What follows belongs to an exercise in optimizing a design on an open flow for small area; a production flow would make more cautious choices.
The RTL was checked by simulation tests, not by an equivalence proof against the original design.
Power figures rest on the tool's default switching activity, not on a simulated workload.

--- run.sh ---
#!/bin/bash
# synth_recipe.tcl (not shown) runs the flow's synth.tcl, then flattens the netlist and writes it again
# the make line also repeats each setting of config.mk as NAME=value (left out here)
make -C /OpenROAD-flow-scripts/flow DESIGN_CONFIG=/design/flow/config.mk WORK_HOME=/design/flow/orfs CLKGATE_MAP_FILE= SYNTH_SCRIPT=/design/flow/synth_recipe.tcl finish
--- config.mk ---
export PLATFORM = sky130hd
export DESIGN_NAME = ee354_mastermind_top_A7
export DESIGN_NICKNAME = ee354_mastermind_top_A7
export VERILOG_FILES = /design/flow/design.v
export SDC_FILE = /design/flow/constraint.sdc
export NUM_CORES = 4
export LEC_CHECK = 0
export CAP_MARGIN = 20
export CORE_MARGIN = 2
export CORE_UTILIZATION = 40
export PLACE_DENSITY = 0.6
export SLEW_MARGIN = 20
--- constraint.sdc ---
create_clock -name core_clock -period 14.0 [get_ports {ClkPort}]
set_input_delay 2.8000 -clock core_clock [delete_from_list [all_inputs] [get_ports {ClkPort}]]
set_output_delay 2.8000 -clock core_clock [all_outputs]
set_load 0.01 [all_outputs]
--- design.v ---
`timescale 1ns / 100ps
module ee354_debouncer(CLK, RESET, PB, DPB, SCEN, MCEN, CCEN);
input	CLK, RESET;
input PB;
output DPB;
output SCEN, MCEN, CCEN;
parameter N_dc = 7;
(* fsm_encoding = "user" *)
reg [5:0] state;
reg [N_dc-1:0] debounce_count;
reg [3:0] MCEN_count;
assign {DPB, SCEN, MCEN, CCEN} = state[5:2];
localparam
 INI        = 6'b000000,
 W84        = 6'b000001,
 SCEN_st    = 6'b111100,
 WS         = 6'b100000,
 MCEN_st    = 6'b101100,
 CCEN_st    = 6'b100100,
 MCEN_cont  = 6'b101101,
 CCR        = 6'b100001,
 WFCR       = 6'b100010;
always @ (posedge CLK, posedge RESET)
	begin : State_Machine
		if (RESET)
		   begin
		      state <= INI;
		      debounce_count <= 0;
		      MCEN_count <= 4'd0;
		   end
		else 
		   begin
			   case (state)
				   INI: begin					
					     debounce_count <= 0;
					     MCEN_count <= 0;  
					     if (PB)
						   begin
							   state <= W84;
						   end
			            end
			       W84: begin
					     debounce_count <= debounce_count + 1;
			             if (!PB)
			              begin
			                state <= INI;
			              end
				         else if (debounce_count[N_dc-5]) 
				          begin
				            state <= SCEN_st;
				          end
				        end
				   SCEN_st: begin
					     debounce_count <= 0;
				         MCEN_count <= MCEN_count + 1;
				         state <= WS;
				        end
				   WS:  begin
					     debounce_count <= debounce_count + 1;
				         if (!PB)
				           begin
							state <= CCR;
						   end	
				         else if (debounce_count[N_dc-1]) 
				           begin
						    state <= MCEN_st;
						   end
				        end
				   MCEN_st: begin
					     debounce_count <= 0;
				         MCEN_count <= MCEN_count + 1;
				         state <= CCEN_st;
				        end
				   CCEN_st: begin
					     debounce_count <= debounce_count + 1;
				         if (!PB)
				          begin
						   state <= CCR;
						  end
				         else if (debounce_count[N_dc-1]) 
				          begin
				            if (MCEN_count == 4'b1000)
				                begin
									state <= MCEN_cont;
								end
				            else
				                begin
									state <= MCEN_st;
								end
				          end
				        end
				   MCEN_cont: begin
					     if (!PB)
				          begin
						   state <= CCR;
						  end
				        end
				   CCR: begin
					     debounce_count <= 0;
				         MCEN_count <= 0;
				         state <= WFCR;
				        end
				   WFCR: begin
					     debounce_count <= debounce_count + 1;
				         if (PB)
				           begin
							state <= WS;
						   end
				         else if (debounce_count[N_dc-5]) 
				           begin
							state <= INI;
						   end
				         end
				endcase		    
	      end
	end  
endmodule  
module mastermind_core(
    input  wire        Clk,
    input  wire        Reset,
    input  wire [11:0] correct_answer,   
    input  wire [2:0]  current_color,     
    input  wire        confirm_color,
    input  wire        check_guess,
    input  wire        BtnL,
    input  wire        BtnR,
    output reg  [1:0]  index,         
    output reg  [2:0]  guess_num,
    output reg  [11:0] current_guess,
    output wire        q_Start,
    output wire        q_Input,
    output wire        q_Check,
    output wire        q_DoneC,
    output wire        q_DoneNC
);
    reg  [4:0] state;
    assign { q_Start, q_Input, q_Check, q_DoneC, q_DoneNC } = state;
    reg [11:0] target;
    wire all_filled = 
        current_guess[ 2:0] != 3'd0 &&
        current_guess[ 5:3] != 3'd0 &&
        current_guess[ 8:6] != 3'd0 &&
        current_guess[11:9] != 3'd0;
    localparam 
      START   = 5'b10000,
      INPUT   = 5'b01000,
      CHECK   = 5'b00100,
      DONEC   = 5'b00010,
      DONENC  = 5'b00001;
    always @(posedge Clk or posedge Reset) begin
        if (Reset) begin
            state         <= START;
            index         <= 2'd0;
            guess_num     <= 3'd0;
            target        <= 12'd0;
            current_guess <= 12'd0;
        end else begin
            case (state)
              START: begin
                state         <= INPUT;
                index         <= 2'd0;
                guess_num     <= 3'd0;
                target        <= correct_answer;
                current_guess <= 12'd0;   
              end
              INPUT: begin
                if (check_guess && all_filled)
                  state <= CHECK;
                if (BtnR && index != 2'b11)
                  index <= index + 1;
                else if (BtnL && index != 2'b00)
                  index <= index - 1;
                if (confirm_color)
                  current_guess[index*3 +: 3] <= current_color;
              end
              CHECK: begin
                if (current_guess == target)
                  state <= DONEC;
                else if (guess_num == 3'd5)
                  state <= DONENC;
                else begin
                  current_guess <= 12'd0;
                  state     <= INPUT;
                  guess_num <= guess_num + 1;
                end
              end
              DONEC: begin end 
              DONENC: begin end
              default: state <= START;
            endcase
        end
    end
endmodule
`timescale 1ns / 1ps
module mastermind_vga (
    input            clk,
    input            bright,
    input      [9:0] hCount,
    input      [9:0] vCount,
    input     [71:0] matrix_flat,
    input      [2:0] guess_num,
    input            q_Input,
    input      [1:0] cursor_index,
    input      [2:0] current_color,
    input            q_DoneC,         
    output reg [3:0] vgaR,
    output reg [3:0] vgaG,
    output reg [3:0] vgaB
);
  wire [11:0] matrix [0:5];
  genvar i;
  generate
    for (i = 0; i < 6; i = i + 1)
      assign matrix[i] = matrix_flat[i*12 +:12];
  endgenerate
  localparam COLS=4, ROWS=6;
  localparam SLOT_W=48, SLOT_H=48, MARGIN=16;
  localparam X0=300, Y0=50;
  localparam GRID_W = COLS*(SLOT_W+MARGIN)-MARGIN;
  localparam GRID_H = ROWS*(SLOT_H+MARGIN)-MARGIN;
  integer row, col, x0_slot, y0_slot, dx, dy;
  reg [11:0] fill_color;
  always @(posedge clk) begin
    if (!bright) begin
      vgaR <= 0; vgaG <= 0; vgaB <= 0;
    end else if (q_DoneC) begin
      vgaR <= 4'h0; 
      vgaG <= 4'hF; 
      vgaB <= 4'h0;
    end else begin
      fill_color = 12'h000;
      if (hCount>=X0 && hCount<X0+GRID_W &&
          vCount>=Y0 && vCount<Y0+GRID_H) begin
        col     = (hCount - X0)/(SLOT_W+MARGIN);
        row     = (vCount - Y0)/(SLOT_H+MARGIN);
        x0_slot = X0 + col*(SLOT_W+MARGIN);
        y0_slot = Y0 + row*(SLOT_H+MARGIN);
        dx      = hCount - x0_slot;
        dy      = vCount - y0_slot;
        if ((dx-24)*(dx-24)+(dy-24)*(dy-24) <= 256 &&
            matrix[row][col*3 +:3] != 3'd0) begin
          case (matrix[row][col*3 +:3])
            3'b001: fill_color = 12'h00F;
            3'b010: fill_color = 12'h0F0;
            3'b011: fill_color = 12'h0FF;
            3'b100: fill_color = 12'hF00;
            3'b101: fill_color = 12'hFF0;
            3'b110: fill_color = 12'hF0F;
          endcase
        end else if ((dx-24)*(dx-24)+(dy-24)*(dy-24) <= 256 &&
                     row==guess_num && col==cursor_index && q_Input) begin
          case (current_color)
            3'b001: fill_color = 12'h00F;
            3'b010: fill_color = 12'h0F0;
            3'b011: fill_color = 12'h0FF;
            3'b100: fill_color = 12'hF00;
            3'b101: fill_color = 12'hFF0;
            3'b110: fill_color = 12'hF0F;
          endcase
        end else if (row==guess_num && q_Input) begin
          if (dx<2||dx>=SLOT_W-2||dy<2||dy>=SLOT_H-2)
            fill_color = 12'hFFF;
        end
      end
      vgaR <= fill_color[11:8];
      vgaG <= fill_color[ 7:4];
      vgaB <= fill_color[ 3:0];
    end
  end
endmodule
`timescale 1ns / 1ps
module display_controller(
	input clk,
	input reset,
	output hSync, vSync,
	output reg bright,
	output reg[9:0] hCount, 
	output reg [9:0] vCount  
	);
	always @ (posedge clk or posedge reset)
		begin
		if (reset)
			begin
			hCount <= 0;
			vCount <= 0;
			end
		else if (hCount < 10'd799)
			begin
			hCount <= hCount + 1;
			end
		else if (vCount < 10'd524)
			begin
			hCount <= 0;
			vCount <= vCount + 1;
			end
		else
			begin
			hCount <= 0;
			vCount <= 0;
			end
		end
	assign hSync = (hCount < 96) ? 1:0;
	assign vSync = (vCount < 2) ? 1:0;
	always @(posedge clk or posedge reset)
		begin
		if (reset)
			bright <= 0;
		else if(hCount > 10'd143 && hCount < 10'd784 && vCount > 10'd34 && vCount < 10'd516)
			bright <= 1;
		else
			bright <= 0;
		end	
endmodule
`timescale 1ns / 1ps
module ee354_mastermind_top_A7(
    input  wire       ClkPort,
    input  wire       Reset,
    input  wire       BtnL, BtnU, BtnD, BtnR, BtnC,
    input  wire       Sw5, Sw4, Sw3, Sw2, Sw1, Sw0,
    input  wire [11:0] Answer,
    output wire       hSync, vSync,
    output wire [3:0] vgaR, vgaG, vgaB
);
  wire sys_clk = ClkPort;
  wire reset_db;
  ee354_debouncer #(.N_dc(8)) db_reset(
    .CLK(sys_clk), .RESET(Reset), .PB(BtnU), .SCEN(reset_db)
  );
  wire game_reset = reset_db | Reset;
  wire btn_reset  = BtnU | Reset;
  wire confirm_color, confirm_guess, left_db, right_db;
  ee354_debouncer #(.N_dc(8)) db_color (
    .CLK(sys_clk), .RESET(btn_reset), .PB(BtnD), .SCEN(confirm_color)
  );
  ee354_debouncer #(.N_dc(8)) db_guess (
    .CLK(sys_clk), .RESET(btn_reset), .PB(BtnC), .SCEN(confirm_guess)
  );
  ee354_debouncer #(.N_dc(8)) db_right(
    .CLK(sys_clk), .RESET(btn_reset), .PB(BtnR), .SCEN(right_db)
  );
  ee354_debouncer #(.N_dc(8)) db_left (
    .CLK(sys_clk), .RESET(btn_reset), .PB(BtnL), .SCEN(left_db)
  );
  wire [1:0]  cursor_index;
  wire [2:0]  guessNumber;
  wire [11:0] current_guess;
  wire        q_Start, q_Input, q_Check, q_DoneC, q_DoneNC;
  wire [11:0] correct_answer = Answer;
  reg  [2:0]  current_color;
  always @(posedge sys_clk or posedge game_reset) begin
    if (game_reset)
      current_color <= 3'd0;
    else if (q_Input)
      case ({Sw5,Sw4,Sw3,Sw2,Sw1,Sw0})
        6'b000001: current_color <= 3'b001;
        6'b000010: current_color <= 3'b010;
        6'b000100: current_color <= 3'b011;
        6'b001000: current_color <= 3'b100;
        6'b010000: current_color <= 3'b101;
        6'b100000: current_color <= 3'b110;
        default:   current_color <= 3'b000;
      endcase
  end
  mastermind_core core_u(
    .Clk            (sys_clk),
    .Reset          (game_reset),
    .correct_answer (correct_answer),
    .current_color  (current_color),
    .confirm_color  (confirm_color),
    .check_guess    (confirm_guess),
    .BtnL           (left_db),
    .BtnR           (right_db),
    .index          (cursor_index),
    .guess_num      (guessNumber),
    .current_guess  (current_guess),
    .q_Start        (q_Start),
    .q_Input        (q_Input),
    .q_Check        (q_Check),
    .q_DoneC        (q_DoneC),
    .q_DoneNC       (q_DoneNC)
  );
  reg [11:0] matrix [0:5];
  integer r;
  always @(posedge sys_clk or posedge game_reset) begin
    if (game_reset) begin
      for (r = 0; r < 6; r = r + 1)
        matrix[r] <= 12'd0;
    end else if (confirm_color && q_Input) begin
      matrix[guessNumber][cursor_index*3 +: 3] <= current_color;
    end
  end
  reg [71:0] matrix_flat;
  integer m;
  always @(posedge sys_clk or posedge game_reset) begin
    if (game_reset) begin
      matrix_flat <= 72'd0;
    end else begin
      for (m = 0; m < 6; m = m + 1) begin
        matrix_flat[m*12 +: 12] <= matrix[m];
      end
    end
  end
  wire        bright;
  wire [9:0]  hc, vc;
  display_controller dc(
    .clk    (sys_clk),
    .reset  (Reset),
    .hSync  (hSync),
    .vSync  (vSync),
    .bright (bright),
    .hCount (hc),
    .vCount (vc)
  );
  mastermind_vga mg_vga(
    .clk           (sys_clk),
    .bright        (bright),
    .hCount        (hc),
    .vCount        (vc),
    .matrix_flat   (matrix_flat),
    .guess_num     (guessNumber),
    .q_Input       (q_Input),
    .cursor_index  (cursor_index),
    .current_color (current_color),
    .q_DoneC       (q_DoneC),       
    .vgaR          (vgaR),
    .vgaG          (vgaG),
    .vgaB          (vgaB)
  );
endmodule
==> flow_metrics.py <==
metrics = {
    "place": {
        "port_buffers": 38,
        "gp_congestion": 0.949,
        "dpl.hpwl_mm": 96.2,
        "dpl_cell_area_sq_mm": 0.0451,
        "dp_cells": 5971,
    },
    "detailed_routing": {
        "avgViaCountPerCell": 5.06,
        "via_count": 30500,
        "route.detailed.drc": 0,
        "firstDrtPassIters": 5,
        "drt.antenna.violating_nets": 0,
        "drt_iter0_markers": 2049,
        "drt-total-wl_mm": 115,
        "wire_per_inst_um": 19.1,
    },
    "synth": {
        "syn_inst": 4603,
        "synth_seq_area_share_pct": 17.2,
        "synth_top_area_share_pct": 37.0,
        "yosysWarnings": 6,
        "syn_avg_cell_area_sq_um": 9.33,
        "ys.flop_type": "dfrtp_1",
        "synth_fp_nets": 5767,
        "yosys.area.top_type": "fa_1",
        "ys_types": 97,
        "synth_enable_flop_cells": 0,
        "async_reset_ff_share_pct": 99.0,
        "syn_area_sq_mm": 0.0429,
        "synth-seq-cells": 295,
        "synth_area_leaders": "fa_1, dfrtp_1, inv_1",
    },
    "critical_path": {
        "path_common_cell": "fa_1",
        "reg2reg_from": "dc.hCount[4]",
        "slowest_stage": "fa_1",
        "end_kind": "flip-flop",
        "required_ns": 14.47,
        "worst-path-max-fanout": 16,
        "arrival_ns": 13.73,
        "worst-r2r-cell-count": 49,
        "cpPeakStageDelay_ns": 0.66,
        "startpoint_type": "flip-flop",
        "r2r_slack_ns": 0.73,
        "r2r_end": "mg_vga.vgaR[2]",
        "crit_path_start": "dc.hCount[4]",
        "critPathTopFamily": "adder cells",
        "criticalPathCategory": "flip-flop to flip-flop",
        "crit_buf_inv": 12,
    },
    "power_and_ir_drop": {
        "p_leak_nw": 23.0,
        "p_switching_mw": 0.515,
        "vdd_drop_max_v": 0.000117,
        "power.internal_mw": 1.52,
        "netSwitchingFraction_pct": 25.3,
        "clock_power_share_pct": 46.8,
        "power_frac_seq_pct": 44.2,
        "p_per_area_mw_per_mm2": 43.9,
        "comb_power_share_pct": 9.1,
    },
    "clock_tree": {
        "cts_root_buf": "clkbuf_16",
        "cts_made_buffers": 30,
        "clkTransAtPathRegs_ns": 0.07,
        "hold_buffers": 0,
        "tritoncts": "yes",
        "clkLatencyLatePin_ns": 0.60,
        "clock_sinks": 295,
        "cts_buffer_depth": 3,
        "htreeDepth": 1,
    },
    "sta": {
        "fin_crit_ns": 13.27,
        "clock-skew-final_ns": 0.0436,
        "final-hold-violation-count": 0,
        "post-route-period-util_pct": 94.8,
        "slew_violations": 0,
        "rsz0062_at_grt": "false",
        "max_freq_mhz": 75.4,
        "slew_headroom_pct": 27.7,
        "setup_tns_ns": 0,
        "tightest_slew_ns": 1.06,
        "finalSetupViolCount": 0,
    },
    "floorplanning": {
        "die_w_um": 332,
        "fp-row-count": 120,
        "die_area_sq_mm": 0.110,
        "die_h_um": 332,
        "ios": 39,
        "initial_utilization_pct": 40.2,
        "core_area_sq_mm": 0.107,
    },
    "global_routing": {
        "antenna_found_initial": 3,
        "grt_max_degree": 79,
        "grt_pass1_wl_mm": 186,
        "grt_overflow": 0,
        "grt_usage_pct": 21.6,
        "grt_pass1_vias": 32800,
    },
    "outcome": {
        "outcome": "finished clean",
    },
    "final_layout": {
        "multiInputGateArea_sq_mm": 0.0306,
        "register_area_sq_mm": 0.00737,
        "layout-drive-gt1-share_pct": 4.67,
        "finalNonFillerCells": 6033,
        "final_nets": 5768,
        "area_growth_pct": 7.95,
        "fillers": 10500,
        "final_area_sq_mm": 0.0464,
        "finish.utilization_pct": 43.4,
    },
    "min_path": {
        "hp-class": "flip-flop to flip-flop",
        "hold_depth": 0,
        "min-delay-start": "matrix[0][9]",
        "hold-path-endpoint": "matrix_flat[9]",
    },
    "flow_run": {
        "max_cap_violations": 0,
    },
}
registers in the layout, summed over array words and instances (netlist names), 6 cells and up:
signal and cells:
core_u.current_guess 12, core_u.target 12, db_color.debounce_count 8, db_color.state 6, db_guess.debounce_count 8, db_guess.state 6, db_left.debounce_count 8, db_left.state 6
db_reset.debounce_count 8, db_reset.state 6, db_right.debounce_count 8, db_right.state 6, dc.hCount 10, dc.vCount 10, matrix 72, matrix_flat 72
worst max path at each step:
stage | endpoint | slack (ns) | cells after the start
6_report | mg_vga.vgaR[2] | 0.73 | 49
5_1_grt | mg_vga.vgaG[2] | 0.03 | 51
4_1_cts | mg_vga.vgaR[2] | 0.19 | 48
3_5_place_dp | mg_vga.vgaR[2] | 0.23 | 48
3_3_place_gp | mg_vga.vgaR[2] | 0.48 | 48
2_1_floorplan | core_u.current_guess[0] | 0.43 | 1
final cells by class:
cell class              instances  area share [%]
diodes                          2          0.0108
multi-input cells            2966            65.9
clock buffers                  36            1.78
clock inverters                20           0.815
inverters                    1196            9.69
repair buffers                115            2.09
flip-flops and latches        295            15.9
well taps                    1403            3.79
synth_stat cells (36+ instances only):
cell type	instances
a21oi_1	82
nor2_1	305
inv_1	1185
dfrtp_1	291
nand2_1	422
nand2b_1	36
nor3_1	58
ha_1	346
o21ai_0	249
xnor2_1	101
nand3_1	56
fa_1	793
xor2_1	62
clkbuf_1	108
cells by family (layout without fill, tap and decap cells):
group | after synthesis | after routing | synth area share, %
xor+xnor | 166 | 166 | 3.45
other cells | 0 | 2 | 0
fa+ha+maj | 1139 | 1139 | 47.0
flops | 295 | 295 | 17.2
compound gates | 561 | 561 | 8.22
simple gates | 1057 | 1057 | 11.1
buf+inv | 1342 | 1367 | 11.9
mux | 43 | 43 | 1.08
power by group through the flow:
stage                     sequential [mW]  combinational (mW)  clock [mW]
after floorplan                     0.892               0.144           0
after global placement              0.915               0.185           0
after detailed placement            0.914               0.185           0
after CTS                           0.899               0.185       0.978
after global routing                0.902               0.211        1.01
final                               0.899               0.184       0.952
placed cells by master, fill, tap and decap left out, drive strengths merged, types with 17 or more instances in the layout:
cell type	count
clkbuf	36
o21ai	257
nor4	23
nor3	60
fa	793
a31oi	22
inv	1193
dfrtp	291
ha	346
xnor2	103
clkdlybuf4s50	38
nand3	56
a21oi	83
and2	17
xor2	62
nand2b	36
nor2	309
nand2	422
buf	77
a21o	25
nor2b	21
nand4	23
mux2i	18
o22ai	23
mux2	25
layer usage:
layer	up-vias	GRT usage (%)	share of wire (%)	wire, um
met4	2	9.01	4.9	5620
met1	15500	27.1	40	46500
met2	769	37.6	50	57300
met3	206	2.53	4.8	5520
li1	14100	-	-	-
met5	-	0	0.011	13
per-stage QoR:
stage	hold slack [ns]	setup slack [ns]	power [mW]
after floorplan	0.354	0.426	1.04
after global placement	0.357	0.480	1.10
after detailed placement	0.360	0.227	1.10
after CTS	0.351	0.195	2.06
after global routing	0.377	0.0251	2.12
final	0.349	0.734	2.04
timing repair:
action                                 in CTS  in global routing
setup endpoints to repair                   0                  3
endpoints found under the hold margin       0                  0
buffers inserted                            0                  4
gates resized for setup                     0                 16

==> re-timing with driven ports <==
No port has a modelled driver above. Below, the same layout with a new extraction and two added sets of constraints.
Step 1 (the two cells are an assumption about what drives the block):
set clk [get_ports {ClkPort}]
set_driving_cell -lib_cell sky130_fd_sc_hd__clkbuf_16 $clk
set_driving_cell -lib_cell sky130_fd_sc_hd__buf_2 [delete_from_list [all_inputs] $clk]
Step 2 adds t to the input delays and takes it off the output delays; t is the mean of the earliest and latest rising clock arrival at the registers after step 1. Input paths then give back, and output paths get back, about the clock's delay inside the block.
Three values: ideal ports, drivers, drivers and shift; two values: the first two.
t, ns: 0.635
setup WS [ns]: 0.734 / 0.734 / 0.734
worst setup path at the end: register to register
After both steps this run still meets setup and hold. The setup slack of this run moves by 0.000 ns with the drivers and by 0.000 ns with both steps.
